What follows belongs to an exercise in optimizing a design on an open flow for small area, a short achievable clock period and few clock cycles per item; a production flow would make more cautious choices. The RTL was checked by simulation tests, not by an equivalence proof against the original design. No run shown here takes its clock network from TritonCTS; it comes from the design's own scripts or RTL. No driver is modelled on the clock port, so clock power and skew are understated where the tree is cut down; a real chip needs a root buffer or a tree. Power figures rest on the tool's default switching activity, not on a simulated workload.

<file path="flow/standard.sh">
#!/bin/bash
# synth_recipe.tcl (not shown) runs the flow's synth.tcl, then flattens the netlist and writes it again
# the make line also repeats each setting of config.mk as NAME=value (left out here)
make -C /OpenROAD-flow-scripts/flow DESIGN_CONFIG=/design/flow/config.mk WORK_HOME=/design/flow/orfs CLKGATE_MAP_FILE= SYNTH_SCRIPT=/design/flow/synth_recipe.tcl "${@:-finish}"
</file>
<file path="flow/flow/pull.tcl">
# Move the flip-flop that drives each output port's buffer next to that
# buffer, so the flip-flop's output wire is short.
proc pull_output_flops {} {
  set block [ord::get_db_block]
  set n 0
  foreach bt [$block getBTerms] {
    if {[$bt getIoType] ne "OUTPUT"} { continue }
    set net [$bt getNet]
    if {$net eq "NULL"} { continue }
    set buf ""
    foreach it [$net getITerms] { if {[$it isOutputSignal]} { set buf [$it getInst] } }
    if {$buf eq ""} { continue }
    set in_net ""
    foreach it [$buf getITerms] { if {[$it isInputSignal]} { set in_net [$it getNet] } }
    if {$in_net eq "" || $in_net eq "NULL"} { continue }
    set drv ""
    foreach it [$in_net getITerms] { if {[$it isOutputSignal]} { set drv [$it getInst] } }
    if {$drv eq ""} { continue }
    if {![[$drv getMaster] isSequential]} { continue }
    if {[llength [$in_net getITerms]] != 2} { continue }
    set loc [$buf getLocation]
    $drv setLocation [lindex $loc 0] [lindex $loc 1]
    incr n
  }
  puts "pull_output_flops: moved $n flip-flops"
}
</file>
<file path="flow/flow/run.sh">
#!/bin/bash
# Standard ORFS layout with two changes:
#  - port buffers are buf_1 cells (buffer_ports otherwise picks
#    clkdlybuf4s50_1, a slow delay cell);
#  - the clock tree is built by flow/cts.tcl (two buffer levels) instead of
#    TritonCTS (three levels of buffers): two levels of clock inverters,
#    which lowers the clock latency.
# Each step's full output goes to make_<step>.log here; ORFS's own logs are
# under orfs/logs.
set -euo pipefail
here=$(pwd)
export CTREE_TCL=$here/flow/ctree.tcl
export PULL_TCL=$here/flow/pull.tcl
A=(BUFFER_PORTS_ARGS="-buffer_cell sky130_fd_sc_hd__buf_1")
bash standard.sh "${A[@]}" place > make_place.log 2>&1
bash standard.sh "${A[@]}" run RUN_SCRIPT="$here/flow/cts.tcl" RUN_LOG_NAME_STEM=4_1_cts > make_cts.log 2>&1
bash standard.sh "${A[@]}" finish > make_finish.log 2>&1
</file>
<file path="flow/config.mk">
export PLATFORM = sky130hd
export DESIGN_NAME = sys
export DESIGN_NICKNAME = sys
export VERILOG_FILES = /design/flow/design.v
export SDC_FILE = /design/flow/constraint.sdc
export NUM_CORES = 4
export LEC_CHECK = 0
export CAP_MARGIN = 20
export CORE_MARGIN = 2
export CORE_UTILIZATION = 65
export PLACE_DENSITY = 0.8
export SETUP_SLACK_MARGIN = 1.75
export SLEW_MARGIN = 20
</file>
<file path="flow/flow/ctree.tcl">
# Custom two-level clock tree: the clock port drives NMID buffers, each of
# which drives NLEAF/NMID leaf buffers; each leaf drives one cluster of
# flip-flops. Clusters come from splitting the sinks into equal-count
# columns by x, then each column into equal-count groups by y.
proc ctree_outpin {cell} {
  set m [[ord::get_db] findMaster $cell]
  foreach mt [$m getMTerms] {
    if {[$mt getIoType] eq "OUTPUT"} { return [$mt getName] }
  }
  error "no output pin on $cell"
}

proc ctree_build {clk_port nmid_x nmid_y nleaf_x nleaf_y mid_cell leaf_cell} {
  set block [ord::get_db_block]
  set leaf_out [ctree_outpin $leaf_cell]
  if {$mid_cell ne "none"} { set mid_out [ctree_outpin $mid_cell] }
  set net [[$block findBTerm $clk_port] getNet]
  set sinks {}
  foreach it [$net getITerms] {
    set inst [$it getInst]
    set bb [$inst getBBox]
    set x [expr {([$bb xMin] + [$bb xMax]) / 2}]
    set y [expr {([$bb yMin] + [$bb yMax]) / 2}]
    lappend sinks [list $x $y [$inst getName] [[$it getMTerm] getName]]
  }
  set n [llength $sinks]
  puts "ctree: $n sinks"
  # split into nmid_x*nleaf_x columns, then each into nmid_y*nleaf_y rows
  set ncol [expr {$nmid_x * $nleaf_x}]
  set nrow [expr {$nmid_y * $nleaf_y}]
  set byx [lsort -integer -index 0 $sinks]
  set leaves {}
  for {set c 0} {$c < $ncol} {incr c} {
    set lo [expr {($c * $n) / $ncol}]
    set hi [expr {(($c + 1) * $n) / $ncol - 1}]
    set col [lsort -integer -index 1 [lrange $byx $lo $hi]]
    set m [llength $col]
    for {set r 0} {$r < $nrow} {incr r} {
      set lo2 [expr {($r * $m) / $nrow}]
      set hi2 [expr {(($r + 1) * $m) / $nrow - 1}]
      lappend leaves [list $c $r [lrange $col $lo2 $hi2]]
    }
  }
  set site_w 460
  set row_h 2720
  # leaf buffers
  set li 0
  array set mids {}
  foreach lf $leaves {
    lassign $lf c r members
    set sx 0; set sy 0
    foreach s $members { incr sx [lindex $s 0]; incr sy [lindex $s 1] }
    set cx [expr {$sx / [llength $members]}]
    set cy [expr {$sy / [llength $members]}]
    set name "ctree_leaf_$li"
    set nname "ctree_leafnet_$li"
    make_instance $name $leaf_cell
    odb::dbNet_create $block $nname
    foreach s $members {
      set pin "[lindex $s 2]/[lindex $s 3]"
      disconnect_pin $clk_port $pin
      connect_pin $nname $pin
    }
    connect_pin $nname $name/$leaf_out
    set inst [$block findInst $name]
    $inst setLocation [expr {($cx / $site_w) * $site_w}] [expr {($cy / $row_h) * $row_h}]
    $inst setPlacementStatus PLACED
    [$block findNet $nname] setSigType CLOCK
    set mx [expr {$c / $nleaf_x}]
    set my [expr {$r / $nleaf_y}]
    lappend mids($mx,$my) [list $name $cx $cy]
    incr li
  }
  # mid buffers
  set mi 0
  if {$mid_cell eq "none"} {
    foreach key [lsort [array names mids]] {
      foreach l $mids($key) { connect_pin $clk_port [lindex $l 0]/A }
    }
    $net setSigType CLOCK
    puts "ctree: $li leaf buffers driven by the port"
    return
  }
  foreach key [lsort [array names mids]] {
    set sx 0; set sy 0
    foreach l $mids($key) { incr sx [lindex $l 1]; incr sy [lindex $l 2] }
    set k [llength $mids($key)]
    set cx [expr {$sx / $k}]; set cy [expr {$sy / $k}]
    set name "ctree_mid_$mi"
    set nname "ctree_midnet_$mi"
    make_instance $name $mid_cell
    odb::dbNet_create $block $nname
    foreach l $mids($key) { connect_pin $nname [lindex $l 0]/A }
    connect_pin $nname $name/$mid_out
    connect_pin $clk_port $name/A
    set inst [$block findInst $name]
    $inst setLocation [expr {($cx / $site_w) * $site_w}] [expr {($cy / $row_h) * $row_h}]
    $inst setPlacementStatus PLACED
    [$block findNet $nname] setSigType CLOCK
    incr mi
  }
  $net setSigType CLOCK
  puts "ctree: $li leaf buffers, $mi mid buffers"
}
</file>
<file path="flow/flow/cts.tcl">
# ORFS's cts.tcl with TritonCTS replaced by a two-level clock tree built by
# ctree.tcl (clock port -> 4 inverters -> 16 leaf inverters -> flip-flops).
# Before that, pull.tcl moves each output port's flip-flop next to the
# port's buffer.
utl::set_metrics_stage "cts__{}"
source $::env(SCRIPTS_DIR)/load.tcl
erase_non_stage_variables cts
load_design 3_place.odb 3_place.sdc

repair_clock_inverters

set_dont_use $::env(DONT_USE_CELLS)

source $::env(CTREE_TCL)
source $::env(PULL_TCL)
pull_output_flops
ctree_build clk 2 2 2 2 sky130_fd_sc_hd__clkinv_16 sky130_fd_sc_hd__clkinv_8
set_propagated_clock [all_clocks]

estimate_parasitics -placement

set_placement_padding -global \
  -left $::env(CELL_PAD_IN_SITES_DETAIL_PLACEMENT) \
  -right $::env(CELL_PAD_IN_SITES_DETAIL_PLACEMENT)
detailed_placement
estimate_parasitics -placement

repair_timing_helper
detailed_placement
check_placement -verbose

report_clock_latency
report_metrics 4 "cts final"

orfs_write_db $::env(RESULTS_DIR)/4_1_cts.odb
orfs_write_sdc $::env(RESULTS_DIR)/4_cts.sdc
</file>
<file path="flow/constraint.sdc">
create_clock -name core_clock -period 3.2 [get_ports {clk}]
set_input_delay 0.6400 -clock core_clock [delete_from_list [all_inputs] [get_ports {clk}]]
set_output_delay 0.6400 -clock core_clock [all_outputs]
set_load 0.01 [all_outputs]
</file>
<file path="flow/design.v">
module sys (
	clk,
	reset,
	addr,
	din,
	dout,
	req,
	wr,
	rdy,
	seed0,
	seed1,
	seed2,
	seed3,
	range
);
input           clk, reset;
input   [63:0]  din;
output  [63:0]  dout;
output  [63:0]  addr;
input   [63:0]  seed0, seed1, seed2, seed3;
output          req;
output          wr;
input           rdy;
input   [63:0]  range;
reg     [63:0]  s0, s1, s2, s3;      
reg             wr_n;                
reg     [3:0]   k_n;                 
reg             rr;                  
reg     [15:0]  h;                   
reg     [18:0]  xc;                  
localparam [15:0] X0 = 16'h0404;
localparam [15:0] X1 = 16'h0808;
localparam [15:0] X2 = 16'h0ef1;
localparam [15:0] X3 = 16'h1010;
localparam [15:0] X4 = 16'h1ae5;
localparam [15:0] X5 = 16'h1de2;
localparam [15:0] X6 = 16'h2020;
localparam [15:0] X7 = 16'h2b2b;
localparam [15:0] X8 = 16'h35ca;
localparam [15:0] X9 = 16'h4040;
localparam [15:0] X10 = 16'h43bc;
localparam [15:0] X11 = 16'h46b9;
localparam [15:0] X12 = 16'h4d4d;
localparam [15:0] X13 = 16'h5353;
localparam [15:0] X14 = 16'h5656;
localparam [15:0] X15 = 16'h5959;
localparam [15:0] X16 = 16'h5ca3;
localparam [15:0] X17 = 16'h728d;
localparam [15:0] X18 = 16'h7887;
reg     [63:0]  addr_r;
reg     [63:0]  dout_r;
reg             req_r;
reg             wr_r;
reg     [15:0]  gq;                  
reg     [2:0]   gb;                  
wire    [63:0]  xpat;
assign xpat[0] = xc[7];
assign xpat[1] = xc[0];
assign xpat[2] = xc[16];
assign xpat[3] = xc[10];
assign xpat[4] = xc[14];
assign xpat[5] = xc[1];
assign xpat[6] = xc[11];
assign xpat[7] = xc[18];
assign xpat[8] = xc[13];
assign xpat[9] = xc[3];
assign xpat[10] = xc[17];
assign xpat[11] = xc[2];
assign xpat[12] = xc[15];
assign xpat[13] = xc[6];
assign xpat[14] = xc[4];
assign xpat[15] = xc[5];
assign xpat[16] = xc[0];
assign xpat[17] = xc[16];
assign xpat[18] = xc[10];
assign xpat[19] = xc[14];
assign xpat[20] = xc[1];
assign xpat[21] = xc[11];
assign xpat[22] = xc[18];
assign xpat[23] = xc[13];
assign xpat[24] = xc[3];
assign xpat[25] = xc[17];
assign xpat[26] = xc[2];
assign xpat[27] = xc[15];
assign xpat[28] = xc[6];
assign xpat[29] = xc[4];
assign xpat[30] = xc[5];
assign xpat[31] = xc[12];
assign xpat[32] = xc[16];
assign xpat[33] = xc[10];
assign xpat[34] = xc[14];
assign xpat[35] = xc[1];
assign xpat[36] = xc[11];
assign xpat[37] = xc[18];
assign xpat[38] = xc[13];
assign xpat[39] = xc[3];
assign xpat[40] = xc[17];
assign xpat[41] = xc[2];
assign xpat[42] = xc[15];
assign xpat[43] = xc[6];
assign xpat[44] = xc[4];
assign xpat[45] = xc[5];
assign xpat[46] = xc[12];
assign xpat[47] = xc[9];
assign xpat[48] = xc[10];
assign xpat[49] = xc[14];
assign xpat[50] = xc[1];
assign xpat[51] = xc[11];
assign xpat[52] = xc[18];
assign xpat[53] = xc[13];
assign xpat[54] = xc[3];
assign xpat[55] = xc[17];
assign xpat[56] = xc[2];
assign xpat[57] = xc[15];
assign xpat[58] = xc[6];
assign xpat[59] = xc[4];
assign xpat[60] = xc[5];
assign xpat[61] = xc[12];
assign xpat[62] = xc[9];
assign xpat[63] = xc[8];
wire    [63:0]  cur;
genvar          i;
integer         c;
generate
	for (i = 0; i < 4; i = i + 1) begin : g_cur
		assign cur[16*i +: 16] =
			(s0[16*i +: 16] & {16{h[4*i]}})   | (s1[16*i +: 16] & {16{h[4*i+1]}}) |
			(s2[16*i +: 16] & {16{h[4*i+2]}}) | (s3[16*i +: 16] & {16{h[4*i+3]}});
	end
endgenerate
wire    [63:0]  carry;
generate
	for (i = 0; i < 64; i = i + 1) begin : g_carry
		wire [3:0] blk = (i < 16) ? 4'hf : {1'b1, gb | ~(3'b111 >> (3 - i/16))};
		wire [3:0] nib = (i % 16 < 4) ? 4'hf :
		                 (4'hf & ({1'b1, gq[(i/16)*4 +: 3]} | ~(4'hf >> (4 - (i%16)/4))));
		assign carry[i] = &blk & &nib & &(din[i - i%4 +: 4] | (4'hf << (i%4)));
	end
	for (i = 0; i < 16; i = i + 1) begin : g_gq
		always @(posedge clk)
			gq[i] <= &din[4*i+3:4*i];
	end
	for (i = 0; i < 3; i = i + 1) begin : g_gb
		always @(posedge clk)
			gb[i] <= &din[16*i+15:16*i];
	end
endgenerate
always @(posedge clk) begin
	if (reset) begin
		s0 <= seed0;
		s1 <= seed1;
		s2 <= seed2;
		s3 <= seed3;
	end
	if (reset) begin
		wr_n <= 1'b0;
		k_n  <= 4'd0;
	end
	else if (rdy) begin
		wr_n <= ~wr_n;
		if (!wr_n && h[3])
			k_n <= k_n + 4'd1;
	end
	rr     <= ~reset & rdy & ~wr_n;
	for (c = 0; c < 4; c = c + 1)
		if (reset)
			h[4*c +: 4] <= 4'b0001;
		else if (rr)
			h[4*c +: 4] <= {h[4*c +: 3], h[4*c+3]};
	xc[0] <= X0[k_n];
	xc[1] <= X1[k_n];
	xc[2] <= X2[k_n];
	xc[3] <= X3[k_n];
	xc[4] <= X4[k_n];
	xc[5] <= X5[k_n];
	xc[6] <= X6[k_n];
	xc[7] <= X7[k_n];
	xc[8] <= X8[k_n];
	xc[9] <= X9[k_n];
	xc[10] <= X10[k_n];
	xc[11] <= X11[k_n];
	xc[12] <= X12[k_n];
	xc[13] <= X13[k_n];
	xc[14] <= X14[k_n];
	xc[15] <= X15[k_n];
	xc[16] <= X16[k_n];
	xc[17] <= X17[k_n];
	xc[18] <= X18[k_n];
	req_r  <= ~reset;
	wr_r   <= wr_n;
	addr_r <= (cur ^ xpat) & range;
	dout_r <= din ^ carry;
end
assign req  = req_r;
assign wr   = wr_r;
assign addr = addr_r;
assign dout = dout_r;
endmodule
</file>
==> results of run 1 <==
## area by class of cell
class	instances	area, um2
Multi-Input combinational cell	552	4100
Inverter	26	407
Antenna cell	15	37.5
Tap cell	324	405
Timing Repair Buffer	530	2130
Sequential cell	442	11400
Fill cell	1470	5650
## sequential cells by signal, indices dropped and copies added (netlist names), 12 cells and up
register     count
s2              64
addr_r          64
h               16
xc              19
s1              64
s3              64
dout_r          64
g_carry.nib     12
s0              64
## layer usage
| metal | wire [um] | part of all wire, % | track usage, % | vias up |
|---|---|---|---|---|
| li1 | - | - | - | 4989 |
| met5 | 35 | 0.080 | 0 | - |
| met1 | 16200 | 37 | 39.8 | 5315 |
| met2 | 21800 | 50 | 55.3 | 592 |
| met4 | 1960 | 4.5 | 15.4 | 6 |
| met3 | 4010 | 9.1 | 7.70 | 116 |
## metrics by stage
stage                     std cells  worst slack (ns)  area (um2)
after global placement         1848              1.20       18000
after detailed placement       1848              1.17       18000
after global routing           1881              1.71       18500
after floorplan                1045              1.78       15900
final                          1889              1.75       18500
## layout by cell type, fill, tap and decap left out, drive strengths merged, types with 2 or more instances in the layout
cell type / n
o21ai: 69
nand3: 20
clkbuf: 2
ha: 22
xor2: 17
and3: 10
xnor2: 40
or3: 2
diode: 15
a21oi: 7
mux2i: 19
nand4: 12
nand2b: 4
nand2: 22
a22o: 128
clkinv: 20
nor3: 66
buf: 528
and3b: 64
a21boi: 3
inv: 5
and2: 7
and4: 13
nor2: 20
edfxtp: 256
dfxtp: 186
## logic make-up after synthesis
group           Yosys count  share of synthesized area [%]
simple gates            244                           9.63
flops                   442                           71.7
xor+xnor                 57                           3.14
buf+inv                  51                           2.63
mux                      19                           1.20
fa+ha+maj                22                           1.73
compound gates          210                           9.97
## timing repair
action / in CTS / in global routing
setup endpoints to repair: 316 / 11
hold endpoints to repair: 0 / 0
buffers inserted: 2 / 4
gates resized for setup: 27 / 7
pin swaps: 0 / 0
## critical path, delay by kind of cell, from the launching register on
family | cells | cell delay, ns
DFF | 1 | 0.38
and+or+nand+nor | 1 | 0.36
adders and majority gates | 1 | 0.24
AOI/OAI and AO/OA | 2 | 0.21
buffers and inverters | 1 | 0.13
## worst max path at each step
stage                     startpoint     end  cells after the start
after floorplan               k_n[1]   xc[4]                      6
after global placement         reset  s3[31]                      2
after detailed placement       reset  s0[26]                      2
after CTS                     k_n[0]  k_n[2]                      5
after global routing          k_n[0]   xc[4]                      5
final                         k_n[0]   xc[4]                      5
## power by group through the flow
| stage | sequential [mW] | combinational [mW] | clock [mW] |
|---|---|---|---|
| after floorplan | 6.72 | 0.372 | 0 |
| after CTS | 6.63 | 0.826 | 2.10 |
| after detailed placement | 6.76 | 0.798 | 0 |
| final | 6.63 | 0.827 | 2.10 |
| after global routing | 6.66 | 0.894 | 2.29 |
| after global placement | 6.74 | 0.766 | 0 |
==> insert_results.sql, run 1 <==
INSERT INTO impl_metrics (metric_group, metric, value, unit) VALUES
('layout', 'design.final.nets', '1961', ''),
('setup_path', 'launching_element_type_of_the_critical_path', 'flop', ''),
('logic_synthesis', 'syn_area', '15900', 'um2'),
('floorplan', 'num_rows', '57', ''),
('drt', 'ant_nets', '0', ''),
('logic_synthesis', 'postSynthAreaPerCell', '15.2', 'um2'),
('sta', 'grt_setup_unrepaired', 'yes', ''),
('drt', 'post_detailed_route_via_to_cell_ratio', '5.83', ''),
('pwr', 'fin_total_pwr', '9.56', 'mW'),
('floorplan', 'ioPinCount', '517', ''),
('pwr', 'cellLeakagePower', '6.59', 'nW'),
('sta', 'worst_slew_pin_slew', '0.583', 'ns'),
('clock_tree', 'cts_hold_buf', '0', ''),
('sta', 'period_share', '45.4', '%'),
('floorplan', 'core_area', '24200', 'um2'),
('pwr', 'internal_power', '7.16', 'mW'),
('drt', 'detailedRoute.firstPassIterationCount', '4', ''),
('setup_path', 'crit_slowest_cell', 'dfxtp_4', ''),
('setup_path', 'regToRegSetupSlack', '1.75', 'ns'),
('logic_synthesis', 'most_instantiated_library_cell_after_synthesis', 'edfxtp_1', ''),
('sta', 'slew-limit-headroom', '61.1', '%'),
('pwr', 'pwr-share-comb', '8.7', '%'),
('logic_synthesis', 'synth.top_cell.area_share', '48.3', '%'),
('pwr', 'sw_frac_of_total', '25.1', '%'),
('logic_synthesis', 'number_of_enable_type_register_cells_in_the_synthesized_netlist', '256', ''),
('logic_synthesis', 'yosys-top-cells-area', 'edfxtp_1 48%, dfxtp_1 23%, a22o_1 5.3%', ''),
('setup_path', 'crit_fanout', '5', ''),
('logic_synthesis', 'async_flop_share', '0', '%'),
('global_route', 'grt_start_max_net_pins', '57', ''),
('pwr', 'vdd.ir_drop.worst', '0.398', 'mV'),
('sta', 'hold_violations', '0', ''),
('status', 'run_status', 'no timing/DRC/antenna violations', ''),
('floorplan', 'initial_core_util', '65.8', '%'),
('layout', 'share_of_layout_cells_above_drive_strength_1', '6.39', '%'),
('drt', 'drt-initial-drc-count', '1120', ''),
('min_path', 'hold_class', 'reg2reg', ''),
('placed_design', 'hpwlAfterDp', '31400', 'um'),
('drt', 'routed_wl', '43900', 'um'),
('logic_synthesis', 'synth.top_cells.by_count', '256 x edfxtp_1, 186 x dfxtp_1, 96 x a22o_1', ''),
('placed_design', 'gpl.final_weighted_congestion', '0.930', ''),
('clock_tree', 'clk_pin_slew', '0.10', 'ns'),
('layout', 'postLayoutCoreUtil', '76.6', '%'),
('logic_synthesis', 'yosysWarnings', '1', ''),
('sta', 'finalWorstPathRequiredPeriod', '1.45', 'ns'),
('floorplan', 'fp.dieArea', '25800', 'um2'),
('setup_path', 'critical_path_class', 'reg2reg', ''),
('logic_synthesis', 'synth.net_count', '1454', ''),
('setup_path', 'endpoint_kind', 'flop', ''),
('logic_synthesis', 'post_synth_num_cell_types', '38', ''),
('sta', 'final.setup_skew', '0.0220', 'ns'),
('logic_synthesis', 'dominantRegCellSynth', 'edfxtp_1', ''),
('min_path', 'worstHoldEndpoint', 'wr_r', ''),
('pwr', 'clock_power_share', '21.9', '%'),
('logic_synthesis', 'synthesis_stage_register_bit_count', '442', ''),
('drt', 'num_vias', '11018', ''),
('layout', 'area_growth', '16.4', '%'),
('sta', 'upper_clock_frequency_limit', '688', 'MHz'),
('setup_path', 'max_stage_delay', '0.38', 'ns'),
('global_route', 'antenna_found_initial', '12', ''),
('sta', 'number_of_pins_exceeding_their_max_slew_limit_in_the_final_report', '0', ''),
('sta', 'whs', '0.410', 'ns'),
('logic_synthesis', 'synth_top_cell_by_area', 'edfxtp_1', ''),
('floorplan', 'die_span_y', '160', 'um'),
('setup_path', 'critical_path.most_common_cell', 'a21oi_1', ''),
('pwr', 'p_sw', '2.40', 'mW'),
('setup_path', 'ff2ff_path_depth', '5', ''),
('global_route', 'first_global_vias', '10964', ''),
('pwr', 'cellPowerDensity', '516', 'nW/um2'),
('global_route', 'overflow', '0', ''),
('clock_tree', 'clock_latency', '0.19', 'ns'),
('logic_synthesis', 'synth-seq-area-share', '71.7', '%');
Testbench counts, summed over its fixed seeds: cycles 128,027, items 16,000.
==> run 2, diff against run 1 <==
--- a/flow/config.mk
+++ b/flow/config.mk
@@ -9,5 +9,5 @@
 export CORE_MARGIN = 2
 export CORE_UTILIZATION = 65
 export PLACE_DENSITY = 0.8
-export SETUP_SLACK_MARGIN = 1.75
+export SETUP_SLACK_MARGIN = 1.88
 export SLEW_MARGIN = 20
==> insert_results.sql, run 2 <==
INSERT INTO impl_metrics (metric_group, metric, value, unit) VALUES
('status', 'run_status', 'no timing/DRC/antenna violations', ''),
('layout', 'finish.cell_count_without_fillers', '1893', ''),
('logic_synthesis', 'synth.top_cell.area_share', '48.3', '%'),
('placed_design', 'port_buffers', '516', ''),
('global_route', 'antenna_found_initial', '14', ''),
('global_route', 'overflow', '0', ''),
('layout', 'area_growth', '19.8', '%'),
('logic_synthesis', 'yosysWarnings', '1', ''),
('floorplan', 'die_span_y', '160', 'um'),
('floorplan', 'num_rows', '57', ''),
('setup_path', 'crit_fanout', '1', ''),
('global_route', 'grt_start_max_net_pins', '43', ''),
('run', 'max_cap_violations', '0', ''),
('logic_synthesis', 'syn_area', '15900', 'um2'),
('floorplan', 'die_width', '160', 'um'),
('sta', 'timing.setup.tns', '0', 'ns'),
('logic_synthesis', 'most_instantiated_library_cell_after_synthesis', 'edfxtp_1', ''),
('floorplan', 'fp.dieArea', '25800', 'um2'),
('sta', 'number_of_pins_exceeding_their_max_slew_limit_in_the_final_report', '0', ''),
('sta', 'finalWorstPathRequiredPeriod', '1.34', 'ns'),
('setup_path', 'critical_path.n_buffers_inverters', '1', ''),
('logic_synthesis', 'post_synth_num_cell_types', '38', ''),
('floorplan', 'ioPinCount', '517', ''),
('layout', 'final_cell_mix', '389 x buf_1, 256 x edfxtp_1, 139 x dfxtp_1', ''),
('sta', 'hold_violations', '0', ''),
('logic_synthesis', 'async_flop_share', '0', '%'),
('min_path', 'hold_class', 'reg2reg', ''),
('sta', 'final.setup_skew', '0.0112', 'ns'),
('floorplan', 'initial_core_util', '65.8', '%'),
('sta', 'period_share', '41.8', '%'),
('setup_path', 'critical_path.top_delay_family', 'flip-flops', ''),
('drt', 'post-route-drc-count', '0', ''),
('layout', 'postLayoutCoreUtil', '78.9', '%'),
('logic_synthesis', 'postSynthAreaPerCell', '15.2', 'um2'),
('pwr', 'vdd.ir_drop.worst', '0.386', 'mV'),
('placed_design', 'pre_cts_slack', '1.25', 'ns'),
('setup_path', 'critical_path_arrival', '0.70', 'ns'),
('drt', 'detailedRoute.firstPassIterationCount', '5', ''),
('logic_synthesis', 'yosys-top-cells-area', 'edfxtp_1 48%, dfxtp_1 23%, a22o_1 5.3%', ''),
('logic_synthesis', 'dominantRegCellSynth', 'edfxtp_1', ''),
('setup_path', 'endpoint_kind', 'primary output', ''),
('drt', 'route.detailed.wl_per_inst', '24.0', 'um'),
('setup_path', 'max_stage_delay', '0.34', 'ns'),
('sta', 'worst_slew_pin_slew', '0.626', 'ns'),
('drt', 'drt-initial-drc-count', '1217', ''),
('setup_path', 'critical_path_class', 'reg2out', ''),
('layout', 'share_of_layout_cells_above_drive_strength_1', '17.1', '%'),
('sta', 'slew-limit-headroom', '58.2', '%'),
('logic_synthesis', 'synth_top_cell_by_area', 'edfxtp_1', ''),
('drt', 'routed_wl', '45400', 'um'),
('logic_synthesis', 'synth-seq-area-share', '71.7', '%'),
('placed_design', 'hpwlAfterDp', '31900', 'um'),
('pwr', 'fin_total_pwr', '9.66', 'mW'),
('layout', 'final_common_cell', 'buf_1', ''),
('pwr', 'cellLeakagePower', '7.09', 'nW'),
('global_route', 'grt_util_all_layers', '33.4', '%'),
('sta', 'post-route-worst-setup-slack', '1.86', 'ns'),
('sta', 'setup-violations-final', '0', ''),
('drt', 'post_detailed_route_via_to_cell_ratio', '5.89', ''),
('placed_design', 'gpl.final_weighted_congestion', '0.922', ''),
('layout', 'multi_input_area', '4180', 'um2'),
('clock_tree', 'clk_pin_slew', '0.10', 'ns'),
('sta', 'grt_setup_unrepaired', 'yes', ''),
('setup_path', 'crit_slowest_cell', 'dfxtp_1', ''),
('layout', 'design.final.nets', '1965', ''),
('floorplan', 'core_area', '24200', 'um2'),
('setup_path', 'regToRegSetupSlack', '1.89', 'ns'),
('logic_synthesis', 'synth.net_count', '1454', ''),
('sta', 'upper_clock_frequency_limit', '747', 'MHz'),
('layout', 'sequential_cell_area', '11500', 'um2'),
('min_path', 'hold_path.startpoint', 'wr_n', ''),
('logic_synthesis', 'synth.top_cells.by_count', '256 x edfxtp_1, 186 x dfxtp_1, 96 x a22o_1', ''),
('setup_path', 'crit_chain', 'buf_1', ''),
('global_route', 'grt_pass1_wl', '64800', 'um'),
('logic_synthesis', 'synthesis_stage_register_bit_count', '442', ''),
('setup_path', 'critPathLaunch', 'addr_r[3]', ''),
('layout', 'filler_cell_count', '1404', ''),
('setup_path', 'launching_element_type_of_the_critical_path', 'flop', ''),
('drt', 'num_vias', '11141', ''),
('pwr', 'cellPowerDensity', '507', 'nW/um2'),
('logic_synthesis', 'netlist_instances', '1045', ''),
('logic_synthesis', 'number_of_enable_type_register_cells_in_the_synthesized_netlist', '256', ''),
('setup_path', 'regToRegStartpoint', 'k_n[0]', ''),
('drt', 'ant_nets', '0', ''),
('global_route', 'first_global_vias', '11200', ''),
('clock_tree', 'clock_latency', '0.19', 'ns'),
('setup_path', 'worst_ep_required_time', '2.56', 'ns'),
('placed_design', 'place_inst', '1848', '');
[run 2: report_power, final]
| group | leakage [nW] | internal [mW] | total (mW) | switching [mW] |
|---|---|---|---|---|
| clock | 0.156 | 0.335 | 2.11 | 1.77 |
| combinational | 2.87 | 0.458 | 0.911 | 0.453 |
| sequential | 4.07 | 6.43 | 6.64 | 0.209 |
[run 2: layout make-up]
cell class / count / share of cell area [%]
Multi-Input combinational cell: 552 / 21.9
Antenna cell: 15 / 0.197
Sequential cell: 442 / 60.4
Tap cell: 324 / 2.13
Inverter: 26 / 2.13
Timing Repair Buffer: 534 / 13.2
[run 2: kinds of logic (layout without fill, tap and decap cells)]
kind of cell             count (synthesis)  after routing  synth area share [%]
other                                    0             15                     0
flip-flops                             442            442                  71.7
XOR/XNOR                                57             57                  3.14
AO/OA/AOI/OAI                          210            210                  9.97
adder cells (fa/ha/maj)                 22             22                  1.73
buffers and inverters                   51            560                  2.63
multiplexers                            19             19                  1.20
AND/OR/NAND/NOR                        244            244                  9.63
[run 2: stage by stage]
step | hold slack, ns | cell area (um2)
finish | 0.398 | 19100
global route | 0.414 | 19100
detailed placement | 0.390 | 18000
global placement | 0.386 | 18000
floorplan | 0.376 | 15900
[run 2: what timing repair did]
| item | CTS | global route |
|---|---|---|
| pin swaps | 2 | 1 |
| buffers inserted | 5 | 2 |
| gates resized for setup | 115 | 135 |
| endpoints found under the setup margin | 437 | 242 |
| hold buffers | 0 | 0 |
| cloned | 0 | 3 |
[run 2: final timing paths]
path,end,cells after the start
hold / removal,wr_r,0
hold reg to reg,wr_r,0
setup reg to reg,xc[4],5
setup / recovery,addr[3],1
[run 2: metal layers]
metal  track usage [%]  vias up  wire (um)
li1                  -     5004          -
met1              41.6     5390      16700
met2              57.2      633      22700
met3              7.08      112       4050
met4              14.0        2       1910
met5                 0        -         15
==> run 3, diff against run 2 <==
--- a/flow/config.mk
+++ b/flow/config.mk
@@ -9,5 +9,5 @@
 export CORE_MARGIN = 2
 export CORE_UTILIZATION = 65
 export PLACE_DENSITY = 0.8
-export SETUP_SLACK_MARGIN = 1.88
+export SETUP_SLACK_MARGIN = 1.94
 export SLEW_MARGIN = 20
==> insert_results.sql, run 3 <==
INSERT INTO impl_metrics (metric_group, metric, value, unit) VALUES
('logic_synthesis', 'async_flop_share', '0', '%'),
('logic_synthesis', 'dominantRegCellSynth', 'edfxtp_1', ''),
('placed_design', 'gpl.final_weighted_congestion', '0.932', ''),
('setup_path', 'launching_element_type_of_the_critical_path', 'flop', ''),
('min_path', 'hold_path.startpoint', 'wr_n', ''),
('clock_tree', 'cts_hold_buf', '0', ''),
('logic_synthesis', 'synth.net_count', '1454', ''),
('drt', 'num_vias', '11685', ''),
('global_route', 'grt_pass1_wl', '69000', 'um'),
('placed_design', 'port_buffers', '516', ''),
('sta', 'number_of_pins_exceeding_their_max_slew_limit_in_the_final_report', '0', ''),
('setup_path', 'timing.rr.end', 'addr_r[17]', ''),
('floorplan', 'die_span_y', '160', 'um'),
('sta', 'setup-violations-final', '0', ''),
('setup_path', 'regToRegStartpoint', 'h[4]', ''),
('logic_synthesis', 'synthesis_stage_register_bit_count', '442', ''),
('floorplan', 'fp.dieArea', '25800', 'um2'),
('clock_tree', 'clk_pin_slew', '0.11', 'ns'),
('global_route', 'first_global_vias', '11729', ''),
('pwr', 'cellPowerDensity', '494', 'nW/um2'),
('logic_synthesis', 'post_synth_num_cell_types', '38', ''),
('layout', 'share_of_layout_cells_above_drive_strength_1', '24.0', '%'),
('drt', 'detailedRoute.firstPassIterationCount', '6', ''),
('global_route', 'antenna_found_initial', '8', ''),
('min_path', 'worstHoldEndpoint', 'wr_r', ''),
('clock_tree', 'clock_latency', '0.19', 'ns'),
('pwr', 'cellLeakagePower', '7.41', 'nW'),
('drt', 'post-route-drc-count', '0', ''),
('logic_synthesis', 'synth.top_cells.by_count', '256 x edfxtp_1, 186 x dfxtp_1, 96 x a22o_1', ''),
('setup_path', 'crit_fanout', '10', ''),
('layout', 'area_growth', '25.3', '%'),
('placed_design', 'place_inst', '1850', ''),
('logic_synthesis', 'netlist_instances', '1045', ''),
('setup_path', 'endpoint_kind', 'flop', ''),
('setup_path', 'ff2ff_path_depth', '4', ''),
('logic_synthesis', 'synth-seq-area-share', '71.7', '%'),
('logic_synthesis', 'most_instantiated_library_cell_after_synthesis', 'edfxtp_1', ''),
('sta', 'worst_slew_pin_slew', '0.643', 'ns'),
('sta', 'final.setup_skew', '0.0202', 'ns'),
('run', 'max_cap_violations', '0', ''),
('setup_path', 'regToRegSetupSlack', '1.82', 'ns'),
('layout', 'design.final.nets', '1987', ''),
('setup_path', 'critical_path_class', 'reg2reg', ''),
('sta', 'hold_violations', '0', ''),
('global_route', 'grt_util_all_layers', '35.7', '%'),
('drt', 'post_detailed_route_via_to_cell_ratio', '6.11', ''),
('floorplan', 'num_rows', '57', ''),
('drt', 'routed_wl', '49800', 'um'),
('status', 'run_status', 'no timing/DRC/antenna violations', ''),
('sta', 'upper_clock_frequency_limit', '725', 'MHz'),
('setup_path', 'worst_ep_required_time', '3.27', 'ns'),
('sta', 'finalWorstPathRequiredPeriod', '1.38', 'ns'),
('sta', 'timing.setup.tns', '0', 'ns'),
('drt', 'drt-initial-drc-count', '1327', ''),
('logic_synthesis', 'number_of_enable_type_register_cells_in_the_synthesized_netlist', '256', ''),
('layout', 'finish.cell_count_without_fillers', '1912', ''),
('layout', 'final_cell_mix', '382 x buf_1, 256 x edfxtp_1, 104 x buf_6', ''),
('placed_design', 'hpwlAfterDp', '31600', 'um'),
('pwr', 'vdd.ir_drop.worst', '0.461', 'mV'),
('sta', 'whs', '0.423', 'ns'),
('logic_synthesis', 'synth_top_cell_by_area', 'edfxtp_1', ''),
('floorplan', 'core_area', '24200', 'um2'),
('layout', 'final_common_cell', 'buf_1', ''),
('logic_synthesis', 'postSynthAreaPerCell', '15.2', 'um2'),
('setup_path', 'critical_path_arrival', '1.45', 'ns'),
('drt', 'route.detailed.wl_per_inst', '26.1', 'um'),
('logic_synthesis', 'synth.top_cell.area_share', '48.3', '%'),
('sta', 'period_share', '43.1', '%'),
('logic_synthesis', 'yosysWarnings', '1', ''),
('sta', 'grt_setup_unrepaired', 'yes', ''),
('drt', 'ant_nets', '0', ''),
('layout', 'filler_cell_count', '1275', ''),
('global_route', 'grt_start_max_net_pins', '29', ''),
('floorplan', 'ioPinCount', '517', ''),
('floorplan', 'die_width', '160', 'um'),
('sta', 'slew-limit-headroom', '57.1', '%'),
('floorplan', 'initial_core_util', '65.8', '%'),
('min_path', 'hold_class', 'reg2reg', ''),
('min_path', 'hold_path_depth', '0', ''),
('layout', 'postLayoutCoreUtil', '82.5', '%'),
('logic_synthesis', 'yosys-top-cells-area', 'edfxtp_1 48%, dfxtp_1 23%, a22o_1 5.3%', ''),
('logic_synthesis', 'syn_area', '15900', 'um2'),
('global_route', 'overflow', '0', '');
## run 3: cell types whose count changed in the layout (fill, tap and decap cells not counted), sizes merged
| cell | previous run | this run |
|---|---|---|
| buf | 468 | 551 |
| diode | 15 | 12 |
| clkbuf | 66 | 5 |
## run 3: stage by stage
stage	worst slack (ns)	power [mW]	cell area, um2
after floorplan	1.92	7.09	15900
after global placement	1.23	7.51	18000
after detailed placement	1.18	7.56	18000
after global routing	1.74	10.1	19900
final	1.82	9.86	19900
## run 3: power by group
part | internal (mW) | switching, mW
clock network | 0.336 | 1.78
registers | 6.45 | 0.234
logic | 0.562 | 0.501
total | 7.34 | 2.52
## run 3: area by class of cell
class                           instances  area [um2]  area share [%]
Sequential cell                       442       11600            58.2
Inverter                               26         410            2.06
Multi-Input combinational cell        552        4270            21.4
Timing Repair Buffer                  556        3210            16.1
Antenna cell                           12        30.0           0.151
Tap cell                              324         405            2.03
## run 3: routing by layer
| metal | up-vias | routed length, um | GRT usage [%] |
|---|---|---|---|
| met3 | 199 | 5690 | 9.48 |
| met1 | 5596 | 16800 | 41.5 |
| met4 | 0 | 3040 | 17.3 |
| met2 | 845 | 24300 | 61.8 |
| li1 | 5045 | - | - |
| met5 | - | 0 | 0 |
## run 3: worst max-delay path by stage
| stage | start | endpoint | slack, ns | cells past startpoint |
|---|---|---|---|---|
| after floorplan | k_n[0] | xc[4] | 1.92 | 5 |
| after global placement | reset | s0[4] | 1.23 | 2 |
| after detailed placement | reset | s2[21] | 1.18 | 2 |
| after CTS | k_n[0] | k_n[2] | 1.88 | 5 |
| after global routing | h[9] | addr_r[36] | 1.74 | 4 |
| final | h[4] | addr_r[17] | 1.82 | 4 |
## run 3: repair_timing
action                     CTS  global route
gates resized for setup    339            96
pin swaps                    3             6
setup endpoints to repair  495           170
buffers inserted            20             5
gates cloned                 5             0
## run 3: worst max-delay path, cell delays in order, from the launching register on
cell and delay [ns]:
dfxtp_4 0.43, buf_6 0.18, a22o_2 0.25, nor3_1 0.18, and3b_1 0.23
## run 3: logic make-up (layout without fill, tap and decap cells)
family,after synthesis,after routing,synth area share (%)
flops,442,442,71.7
simple gates,244,244,9.63
compound gates,210,210,9.97
xor+xnor,57,57,3.14
buf+inv,51,582,2.63
fa+ha+maj,22,22,1.73
mux,19,19,1.20
other cells,0,12,0
==> run 4, diff against run 3 <==
--- a/flow/config.mk
+++ b/flow/config.mk
@@ -7,7 +7,7 @@
 export LEC_CHECK = 0
 export CAP_MARGIN = 20
 export CORE_MARGIN = 2
-export CORE_UTILIZATION = 65
+export CORE_UTILIZATION = 60
 export PLACE_DENSITY = 0.8
-export SETUP_SLACK_MARGIN = 1.94
+export SETUP_SLACK_MARGIN = 1.85
 export SLEW_MARGIN = 20
==> insert_results.sql, run 4 <==
INSERT INTO impl_metrics (metric_group, metric, value, unit) VALUES
('status', 'run_status', 'no timing/DRC/antenna violations', ''),
('pwr', 'sw_frac_of_total', '25.1', '%'),
('drt', 'post-route-drc-count', '0', ''),
('layout', 'multi_input_area', '4140', 'um2'),
('global_route', 'antenna_found_initial', '6', ''),
('logic_synthesis', 'yosysWarnings', '1', ''),
('floorplan', 'fp.dieArea', '27800', 'um2'),
('floorplan', 'die_width', '167', 'um'),
('logic_synthesis', 'async_flop_share', '0', '%'),
('logic_synthesis', 'most_instantiated_library_cell_after_synthesis', 'edfxtp_1', ''),
('global_route', 'grt_util_all_layers', '30.3', '%'),
('layout', 'share_of_layout_cells_above_drive_strength_1', '10.3', '%'),
('drt', 'detailedRoute.firstPassIterationCount', '7', ''),
('layout', 'final_cell_mix', '457 x buf_1, 256 x edfxtp_1, 163 x dfxtp_1', ''),
('placed_design', 'hpwlAfterDp', '31200', 'um'),
('pwr', 'pwr-share-comb', '8.7', '%'),
('global_route', 'first_global_vias', '11145', ''),
('floorplan', 'num_rows', '59', ''),
('drt', 'post_detailed_route_via_to_cell_ratio', '5.87', ''),
('setup_path', 'crit_chain', 'clkbuf_4 -> buf_16', ''),
('min_path', 'hold_path_depth', '0', ''),
('placed_design', 'port_buffers', '516', ''),
('placed_design', 'gpl.final_weighted_congestion', '0.945', ''),
('pwr', 'clock_power_share', '21.9', '%'),
('floorplan', 'die_span_y', '167', 'um'),
('setup_path', 'ff2ff_path_depth', '4', ''),
('setup_path', 'critical_path.n_buffers_inverters', '2', ''),
('pwr', 'p_sw', '2.41', 'mW'),
('floorplan', 'core_area', '26100', 'um2'),
('logic_synthesis', 'synth.top_cells.by_count', '256 x edfxtp_1, 186 x dfxtp_1, 96 x a22o_1', ''),
('global_route', 'overflow', '0', ''),
('pwr', 'internal_power', '7.16', 'mW'),
('floorplan', 'ioPinCount', '517', ''),
('sta', 'period_share', '45.2', '%'),
('logic_synthesis', 'netlist_instances', '1045', ''),
('setup_path', 'worst_ep_required_time', '3.03', 'ns'),
('setup_path', 'crit_slowest_cell', 'buf_16', ''),
('logic_synthesis', 'syn_area', '15900', 'um2'),
('global_route', 'grt_pass1_wl', '64600', 'um'),
('pwr', 'cellPowerDensity', '514', 'nW/um2'),
('setup_path', 'max_stage_delay', '0.36', 'ns'),
('setup_path', 'endpoint_kind', 'flop', ''),
('drt', 'top_metal_layer_carrying_routed_signals', 'met4', ''),
('logic_synthesis', 'synth.top_cell.area_share', '48.3', '%'),
('drt', 'routed_wl', '44000', 'um'),
('drt', 'ant_nets', '0', ''),
('pwr', 'cellLeakagePower', '6.77', 'nW'),
('sta', 'hold_violations', '0', ''),
('setup_path', 'cp_num_cells', '2', ''),
('logic_synthesis', 'number_of_enable_type_register_cells_in_the_synthesized_netlist', '256', ''),
('drt', 'routed-wl-met3', '3580', 'um'),
('logic_synthesis', 'dominantRegCellSynth', 'edfxtp_1', ''),
('sta', 'whs', '0.399', 'ns'),
('logic_synthesis', 'postSynthAreaPerCell', '15.2', 'um2'),
('placed_design', 'placedInstanceArea', '17900', 'um2'),
('sta', 'number_of_pins_exceeding_their_max_slew_limit_in_the_final_report', '0', ''),
('sta', 'timing.setup.tns', '0', 'ns'),
('pwr', 'seq_power_share', '69.4', '%'),
('setup_path', 'critical_path.top_delay_family', 'buffers and inverters', ''),
('setup_path', 'launching_element_type_of_the_critical_path', 'primary input', ''),
('layout', 'design_area', '18600', 'um2'),
('layout', 'sequential_cell_area', '11500', 'um2'),
('sta', 'final.setup_skew', '0.0107', 'ns'),
('layout', 'design.final.nets', '1957', ''),
('setup_path', 'critical_path_arrival', '1.28', 'ns'),
('drt', 'detailroute.wirelength.met2', '22500', 'um'),
('layout', 'area_growth', '17.0', '%'),
('layout', 'filler_cell_count', '1759', ''),
('logic_synthesis', 'synth-seq-area-share', '71.7', '%'),
('clock_tree', 'clock_latency', '0.19', 'ns'),
('logic_synthesis', 'synthesis_stage_register_bit_count', '442', '');
run 4: cell families after synthesis:
logic type / after synthesis / share of synthesized area (%)
buffers and inverters: 51 / 2.63
AO/OA/AOI/OAI: 210 / 9.97
AND/OR/NAND/NOR: 244 / 9.63
multiplexers: 19 / 1.20
XOR/XNOR: 57 / 3.14
adder cells (fa/ha/maj): 22 / 1.73
flip-flops: 442 / 71.7
run 4: final timing paths:
check                            start  endpoint  slack [ns]
worst min register to register    wr_n      wr_r        0.40
worst max register to register  k_n[0]    k_n[2]        1.80
worst max-delay path             reset    s3[54]        1.75
worst min-delay path              wr_n      wr_r        0.40
run 4: layer usage:
| layer | track usage [%] | up-vias |
|---|---|---|
| met5 | 0 | - |
| met4 | 9.48 | 0 |
| met3 | 5.25 | 92 |
| met2 | 53.7 | 613 |
| met1 | 38.2 | 5396 |
| li1 | - | 4978 |
run 4: power groups by stage:
stage / combinational (mW) / clock (mW) / sequential (mW)
6_report: 0.837 / 2.10 / 6.64
5_1_grt: 0.909 / 2.31 / 6.67
4_1_cts: 0.826 / 2.13 / 6.64
3_5_place_dp: 0.786 / 0 / 6.77
3_3_place_gp: 0.753 / 0 / 6.76
2_1_floorplan: 0.372 / 0 / 6.72
run 4: cell type report:
class | instances | share of cell area (%)
inverter | 26 | 2.20
tap | 335 | 2.25
timing repair buffer | 526 | 11.5
sequential | 442 | 61.7
multi-input combinational | 552 | 22.3
antenna | 7 | 0.0941
run 4: repair_timing:
action / 4_1_cts / 5_1_grt
endpoints found under the setup margin: 380 / 346
setup buffers: 5 / 2
gates resized for setup: 59 / 59
pin swaps: 0 / 2
run 4: metrics by stage:
step	setup WS [ns]	total power [mW]	util, %	cells
floorplan	1.83	7.09	-	1045
global placement	1.53	7.51	68.8	1854
detailed placement	1.51	7.56	68.8	1854
global route	1.68	9.89	71.5	1887
finish	1.75	9.57	71.5	1888

==> re-timing with driven ports <==
No port has a modelled driver above. Below, the same layouts with a new extraction and two added sets of constraints. Step 1 assumes that a clkbuf_16 drives the clock port and a buf_2 every other input. Step 2 adds t to the input delays and takes it off the output delays; t is the mean of the earliest and latest rising clock arrival at the registers after step 1. Input paths then give back, and output paths get back, about the clock's delay inside the block. Slacks: ideal ports / drivers / drivers and shift; pairs: ideal ports / drivers.
run	t, ns	slack for setup (ns)	worst setup path at the end	worst data-port slew with drivers (ns)
run 1	0.416	1.747 / 1.547 / 1.552	input to register	0.11
run 2	0.416	1.861 / 1.627 / 1.638	input to register	0.12
run 3	0.422	1.821 / 1.599 / 1.601	input to register	0.16
run 4	0.418	1.752 / 1.611 / 1.542	input to register	0.09
After both steps setup and hold are still met in every run listed. For run 2, which loses most, drivers alone change the setup slack by -0.234 ns; drivers and shift together by -0.223 ns.
